What follows belongs to an exercise in optimizing a design on an open flow for small area and a short achievable clock period; a production flow would make more cautious choices. Only simulation tests tie the RTL to the original design; equivalence was not proved. The flow treats the clock pin as an ideal source. Dropping or thinning the clock tree relies on that and would not hold on a real chip. Power figures rest on the tool's default switching activity, not on a simulated workload.

// TM_ALU
module TM_ALU (clk, reset, AvgTxLen, InstExed, CurTxLen, AvgTxLen_new, InstExed_new);
For scale: roughly 320 cells after synthesis, ~42 I/O pins, roughly 3800 µm² of cells after synthesis.
clock: 27.0 ns
lec_check: 0
cap_margin: 20
core_margin: 2
core_utilization: 40
slew_margin: 20
synth_hierarchical: 1
standard.sh (not shown) runs the stock make flow with config.mk's settings and CLKGATE_MAP_FILE= SYNTH_SCRIPT=/design/flow/synth_recipe.tcl, a recipe that flattens the netlist after the stock synthesis.
==> flow/flow/run.sh <==
#!/bin/bash
set -euo pipefail
export BUFFER_PORTS_ARGS="-buffer_cell sky130_fd_sc_hd__buf_1"
export POST_CTS_TCL="$(pwd)/flow/cts_post.tcl"
export CLKTREE_N=${CLKTREE_N:-4}
export CLKTREE_BUF=${CLKTREE_BUF:-sky130_fd_sc_hd__clkbuf_16}
bash standard.sh > standard_flow.log 2>&1
==> flow/flow/cts_post.tcl <==
set block [ord::get_db_block]
set nbuf $::env(CLKTREE_N)
set bufm [[ord::get_db] findMaster $::env(CLKTREE_BUF)]
set clkport [$block findBTerm clk]
set clknet [$clkport getNet]
# collect the flip-flop clock pins and the clock-tree cells below the port
set sinks {}
set tree {}
set todo [list $clknet]
while {[llength $todo]} {
  set net [lindex $todo 0]; set todo [lrange $todo 1 end]
  foreach it [$net getITerms] {
    if {[$it isOutputSignal]} continue
    set inst [$it getInst]
    set mname [[$inst getMaster] getName]
    if {[string match "*dfxtp*" $mname]} {
      lappend sinks $it
    } else {
      lappend tree $inst
      foreach ot [$inst getITerms] {
        if {[$ot isOutputSignal] && [$ot getNet] ne "NULL"} { lappend todo [$ot getNet] }
      }
    }
  }
}
puts "clock tree: [llength $sinks] sinks, [llength $tree] tree cells"
# remove the old tree
set oldnets {}
foreach inst $tree {
  foreach ot [$inst getITerms] {
    if {[$ot isOutputSignal] && [$ot getNet] ne "NULL"} { lappend oldnets [$ot getNet] }
  }
}
foreach it $sinks { $it disconnect }
foreach inst $tree { odb::dbInst_destroy $inst }
foreach net [lsort -unique $oldnets] { if {$net ne $clknet} { odb::dbNet_destroy $net } }
# k-means on the flip-flop locations
set pts {}
foreach it $sinks {
  set b [[$it getInst] getBBox]
  lappend pts [list [expr {([$b xMin]+[$b xMax])/2.0}] [expr {([$b yMin]+[$b yMax])/2.0}]]
}
set n [llength $pts]
set cent {}
set sorted [lsort -real -index 0 $pts]
for {set k 0} {$k < $nbuf} {incr k} {
  lappend cent [lindex $sorted [expr {int(($k + 0.5) * $n / $nbuf)}]]
}
for {set iter 0} {$iter < 30} {incr iter} {
  set asg {}
  foreach p $pts {
    set best 0; set bd 1e30
    for {set k 0} {$k < $nbuf} {incr k} {
      set c [lindex $cent $k]
      set d [expr {abs([lindex $p 0]-[lindex $c 0]) + abs([lindex $p 1]-[lindex $c 1])}]
      if {$d < $bd} { set bd $d; set best $k }
    }
    lappend asg $best
  }
  set newc {}
  for {set k 0} {$k < $nbuf} {incr k} {
    set sx 0; set sy 0; set m 0
    foreach p $pts a $asg { if {$a == $k} { set sx [expr {$sx+[lindex $p 0]}]; set sy [expr {$sy+[lindex $p 1]}]; incr m } }
    if {$m} { lappend newc [list [expr {$sx/$m}] [expr {$sy/$m}]] } else { lappend newc [lindex $cent $k] }
  }
  set cent $newc
}
for {set k 0} {$k < $nbuf} {incr k} {
  set inst [odb::dbInst_create $block $bufm "clkbuf_one_$k"]
  set net [odb::dbNet_create $block "clknet_one_$k"]
  $net setSigType CLOCK
  [$inst findITerm A] connect $clknet
  [$inst findITerm X] connect $net
  set c [lindex $cent $k]
  $inst setLocation [expr {int([lindex $c 0])}] [expr {int([lindex $c 1])}]
  $inst setPlacementStatus PLACED
  set m 0
  foreach it $sinks a $asg { if {$a == $k} { $it connect $net; incr m } }
  puts "clkbuf_one_$k: $m sinks"
}
detailed_placement
check_placement -verbose
estimate_parasitics -placement
report_clock_skew
==> next run, changes <==
==> flow/flow/run.sh (replaced) <==
#!/bin/bash
set -euo pipefail
export BUFFER_PORTS_ARGS="-buffer_cell sky130_fd_sc_hd__buf_1"
export POST_CTS_TCL="$(pwd)/flow/cts_post.tcl"
export CLKTREE_N=${CLKTREE_N:-3}
export CLKTREE_BUF=${CLKTREE_BUF:-sky130_fd_sc_hd__clkbuf_16}
bash standard.sh > standard_flow.log 2>&1
- The new run finished clean
- routed wire length fell by 0.30%
- sequential power hardly moves
- area after synthesis stays the same
- via count fell by 0.60%
- power fell by 1.7%
- maximum frequency fell by 0.30%
- core utilization fell by 0.27 points
- hold slack hardly moves
- cell area fell by 0.61%
- die area is unchanged
In every run of this note, the design's own scripts or RTL, not TritonCTS, make the clock network.

* * *

== job 5283 ==
Starting RTL as in the previous note.
Settings: LEC_CHECK=0, CAP_MARGIN=20, CORE_MARGIN=2, CORE_UTILIZATION=40, CTS_BUF_LIST=sky130_fd_sc_hd__clkbuf_8, CTS_CLUSTER_DIAMETER=100, CTS_CLUSTER_SIZE=30, SLEW_MARGIN=20, SYNTH_HIERARCHICAL=1; clock period 27.0 ns.
==> flow/flow/run.sh <==
#!/bin/bash
set -euo pipefail
export BUFFER_PORTS_ARGS="-buffer_cell sky130_fd_sc_hd__buf_1"
bash standard.sh > standard_flow.log 2>&1
Job 5283 finished every step from synthesis to the final layout, and the layout passed the timing, DRC and antenna checks.
Changes in job 1297 relative to job 5283:
# job 5283
export LEC_CHECK = 0
export CAP_MARGIN = 20
export CORE_MARGIN = 2
export CORE_UTILIZATION = 40
export CTS_BUF_LIST = sky130_fd_sc_hd__clkbuf_8
export CTS_CLUSTER_DIAMETER = 100
export CTS_CLUSTER_SIZE = 30
export SLEW_MARGIN = 20
export SYNTH_HIERARCHICAL = 1
create_clock -name core_clock -period 27.0 [get_ports {clk}]
# job 1297
export LEC_CHECK = 0
export CAP_MARGIN = 20
export CORE_MARGIN = 2
export CORE_UTILIZATION = 40
export SLEW_MARGIN = 20
export SYNTH_HIERARCHICAL = 1
create_clock -name core_clock -period 27.0 [get_ports {clk}]
==> flow/flow/run.sh <==
#!/bin/bash
set -euo pipefail
export BUFFER_PORTS_ARGS="-buffer_cell sky130_fd_sc_hd__buf_1"
export CTS_ARGS="-sink_clustering_enable -repair_clock_nets -dont_use_dummy_load -buf_list sky130_fd_sc_hd__clkbuf_8 -sink_clustering_size 30 -sink_clustering_max_diameter 200"
bash standard.sh > standard_flow.log 2>&1
Between job 1297 and job 5283, the final worst-path cycle share figures differ only marginally.
Higher average vias per placed instance goes to job 1297 over job 5283.
Fraction of area in registers delta for job 1297 relative to job 5283: 1.0 points higher
The cell count after synthesis of job 1297 and that of job 5283 are within noise of each other.
The highest achievable clock rate of job 5283 and that of job 1297 are within noise of each other.
Job 1297 vs job 5283: cell count down
Delta (job 1297 minus job 5283): cell area now smaller; overall power saw a decrease; multi-input gate share of the layout cell area +0.95 points.
Looking at capture point of the worst path, the AvgTxLen_new[6] result is from job 1297; the AvgTxLen_new[3] one comes from job 5283.
For job 4833, these inputs were changed with respect to job 1297:
# job 1297
export LEC_CHECK = 0
export CAP_MARGIN = 20
export CORE_MARGIN = 2
export CORE_UTILIZATION = 40
export SLEW_MARGIN = 20
export SYNTH_HIERARCHICAL = 1
create_clock -name core_clock -period 27.0 [get_ports {clk}]
# job 4833
export LEC_CHECK = 0
export CAP_MARGIN = 20
export CORE_MARGIN = 2
export CORE_UTILIZATION = 40
export CTS_BUF_LIST = sky130_fd_sc_hd__clkbuf_16
export CTS_CLUSTER_DIAMETER = 500
export CTS_CLUSTER_SIZE = 100
export SLEW_MARGIN = 20
export SYNTH_HIERARCHICAL = 1
create_clock -name core_clock -period 27.0 [get_ports {clk}]
==> flow/flow/run.sh <==
#!/bin/bash
set -euo pipefail
export BUFFER_PORTS_ARGS="-buffer_cell sky130_fd_sc_hd__buf_1"
bash standard.sh > standard_flow.log 2>&1
Findings:
Re number of tap cells inserted: no difference whatsoever between job 4833 and job 1297.
Compared with job 1297, in job 4833 worst slew margin relative to its limit saw a decrease; fraction of cell area in non-clock buffers lost 0.17 points.
Taking job 1297 as the reference, in job 4833 post-detailed-route wirelength per cell lower, combined global-route utilization of all metal layers roughly the same.
Summary of job 4833 over job 1297: part of the power in the clock network rose 11 points, total design power rose 62 uW.
On power dissipated in combinational cells, job 4833 and job 1297 are neck and neck.
--- input diff job 4833..job 5993 ---
# job 4833
export LEC_CHECK = 0
export CAP_MARGIN = 20
export CORE_MARGIN = 2
export CORE_UTILIZATION = 40
export CTS_BUF_LIST = sky130_fd_sc_hd__clkbuf_16
export CTS_CLUSTER_DIAMETER = 500
export CTS_CLUSTER_SIZE = 100
export SLEW_MARGIN = 20
export SYNTH_HIERARCHICAL = 1
create_clock -name core_clock -period 27.0 [get_ports {clk}]
# job 5993
export LEC_CHECK = 0
export CAP_MARGIN = 20
export CORE_MARGIN = 2
export CORE_UTILIZATION = 40
export SLEW_MARGIN = 20
export SYNTH_HIERARCHICAL = 1
create_clock -name core_clock -period 27.0 [get_ports {clk}]
==> flow/flow/run.sh <==
#!/bin/bash
set -euo pipefail
export BUFFER_PORTS_ARGS="-buffer_cell sky130_fd_sc_hd__buf_1"
export CTS_ARGS="-sink_clustering_enable -repair_clock_nets -dont_use_dummy_load -buf_list sky130_fd_sc_hd__clkbuf_8"
bash standard.sh > standard_flow.log 2>&1
Notes after the runs:
[compare] base=job 4833 new=job 5993: headroom to the max-slew limit picked up an extra 0.38 points; total wire length after detailed routing has increased; total power has decreased.

* * *

Another version of the RTL of TM_ALU (not shown whole).
Size: ~320 cells after synthesis, roughly 0.0038 mm2 of cells after synthesis.
Settings: LEC_CHECK=0, CAP_MARGIN=20, CORE_MARGIN=2, CORE_UTILIZATION=40, SLEW_MARGIN=20, SYNTH_HIERARCHICAL=1; clock period 27.0 ns.
==> flow/flow/run.sh <==
#!/bin/bash
set -euo pipefail
export SETUP_SLACK_MARGIN=21.4
export BUFFER_PORTS_ARGS="-buffer_cell sky130_fd_sc_hd__buf_1"
export POST_CTS_TCL="$(pwd)/flow/cts_post.tcl"
export CLKTREE_N=${CLKTREE_N:-3}
export CLKTREE_BUF=${CLKTREE_BUF:-sky130_fd_sc_hd__clkbuf_16}
bash standard.sh > standard_flow.log 2>&1
Other scripts of this flow, unchanged in this note and not shown: flow/flow/cts_post.tcl
==> next run, changes <==
--- a/flow/flow/run.sh
+++ b/flow/flow/run.sh
@@ -1,5 +1,4 @@
 #!/bin/bash
 set -euo pipefail
-export SETUP_SLACK_MARGIN=21.4
 export BUFFER_PORTS_ARGS="-buffer_cell sky130_fd_sc_hd__buf_1"
 export POST_CTS_TCL="$(pwd)/flow/cts_post.tcl"
Via count drops by 4.2%.
Worst setup slack got worse by 0.048 ns.
Maximum frequency drops by 0.79%.
Wire length climbs by 1.4%.
Die area stays the same.
Global-route usage climbs by 0.37 points.
Synthesized cell count is unchanged.
In every run of this note, the design's own scripts or RTL, not TritonCTS, make the clock network.

* * *

## before
Another version of the RTL of TM_ALU (not shown whole).
Size: about 320 cells after synthesis, about 93 flip-flops, ~42 I/O pins, roughly 0.0038 mm² of cells after synthesis.
clock: 27.0 ns
lec_check: 0
cap_margin: 20
core_margin: 2
core_utilization: 60
slew_margin: 20
synth_hierarchical: 1
==> flow/flow/run.sh <==
#!/bin/bash
set -euo pipefail
export BUFFER_PORTS_ARGS="-buffer_cell sky130_fd_sc_hd__buf_1"
export POST_CTS_TCL="$(pwd)/flow/cts_post.tcl"
export CLKTREE_N=${CLKTREE_N:-3}
export CLKTREE_BUF=${CLKTREE_BUF:-sky130_fd_sc_hd__clkbuf_16}
bash standard.sh > standard_flow.log 2>&1
Scripts as last shown in full above: flow/flow/cts_post.tcl
Here is what was changed in the inputs of after compared with before.
- CORE_UTILIZATION: 60 -> 40
diff --git a/flow/flow/cts_post.tcl b/flow/flow/cts_post.tcl
--- a/flow/flow/cts_post.tcl
+++ b/flow/flow/cts_post.tcl
@@ -48,0 +49,2 @@
+# balanced k-means: each buffer gets at most ceil(n / nbuf) flip-flops
+set cap [expr {($n + $nbuf - 1) / $nbuf}]
@@ -50 +52,2 @@
-  set asg {}
+  set pairs {}
+  set i 0
@@ -52 +54,0 @@
-    set best 0; set bd 1e30
@@ -55,2 +57 @@
-      set d [expr {abs([lindex $p 0]-[lindex $c 0]) + abs([lindex $p 1]-[lindex $c 1])}]
-      if {$d < $bd} { set bd $d; set best $k }
+      lappend pairs [list [expr {abs([lindex $p 0]-[lindex $c 0]) + abs([lindex $p 1]-[lindex $c 1])}] $i $k]
@@ -58 +59,9 @@
-    lappend asg $best
+    incr i
+  }
+  set asg [lrepeat $n -1]
+  set fill [lrepeat $nbuf 0]
+  foreach pr [lsort -real -index 0 $pairs] {
+    lassign $pr d i k
+    if {[lindex $asg $i] >= 0 || [lindex $fill $k] >= $cap} continue
+    lset asg $i $k
+    lset fill $k [expr {[lindex $fill $k] + 1}]
--- outcome ---
- after reached the final stage; the timing, DRC and antenna checks on its layout passed.
- Compared after vs before, and clock skew is down in after.
- Post-detailed-routing wire length (after vs. before) decreases slightly
- In the flow results for after and before, the part of the power in the clock network is smaller on before.
- The core region area in before is 0.66 times that in after.
- In after relative to before, post-route non-filler standard cell count had gone up by a little under 10%.
- Final area: after vs before up 45 µm²
- Between after and before, the clock insertion delay at the later pin of the skew report figures differ only marginally.
- after against before: largest stage delay on the critical path level, synthesized area level.
No run of this note takes its clock network from TritonCTS; it comes from the design's own scripts or RTL.

==> port drivers added, routing unchanged <==
No port has a modelled driver above. Below, the same layouts with a new extraction and two added sets of constraints.
Step 1: set_driving_cell puts a clkbuf_16 on clk and a buf_2 on each other input, an assumption about the parent block.
Step 2 moves the port delays by t, midway between the first and last clock arrival at a register: inputs arrive t later, outputs are due t later. That takes back most of the time a late clock gives input paths.
Three values: no drivers, after step 1, after step 2; two values: the first two.
run	t, ns	slack for setup (ns)	clock arrival spread, ns	slew at the worst register clock pin (ns)
the first run of note 1	0.223	20.970 / 20.898 / 21.101	0.025 / 0.026	0.10 / 0.10
the second run of note 1	0.229	20.952 / 20.889 / 21.118	0.019 / 0.020	0.12 / 0.12
job 5283	0.377	20.784 / 20.754 / 21.131	0.013 / 0.013	0.09 / 0.09
job 1297	0.369	20.784 / 20.754 / 21.123	0.027 / 0.027	0.09 / 0.09
job 4833	0.359	20.817 / 20.782 / 21.142	0.007 / 0.007	0.07 / 0.07
job 5993	0.369	20.784 / 20.754 / 21.123	0.027 / 0.027	0.09 / 0.09
the first run of note 3	0.225	20.997 / 20.936 / 21.161	0.011 / 0.011	0.11 / 0.11
the second run of note 3	0.228	20.949 / 20.887 / 21.115	0.008 / 0.009	0.11 / 0.11
before	0.220	20.946 / 20.886 / 21.103	0.033 / 0.033	0.12 / 0.12
after	0.227	20.956 / 20.896 / 21.123	0.015 / 0.015	0.11 / 0.11
After both steps every run listed still meets setup and hold.
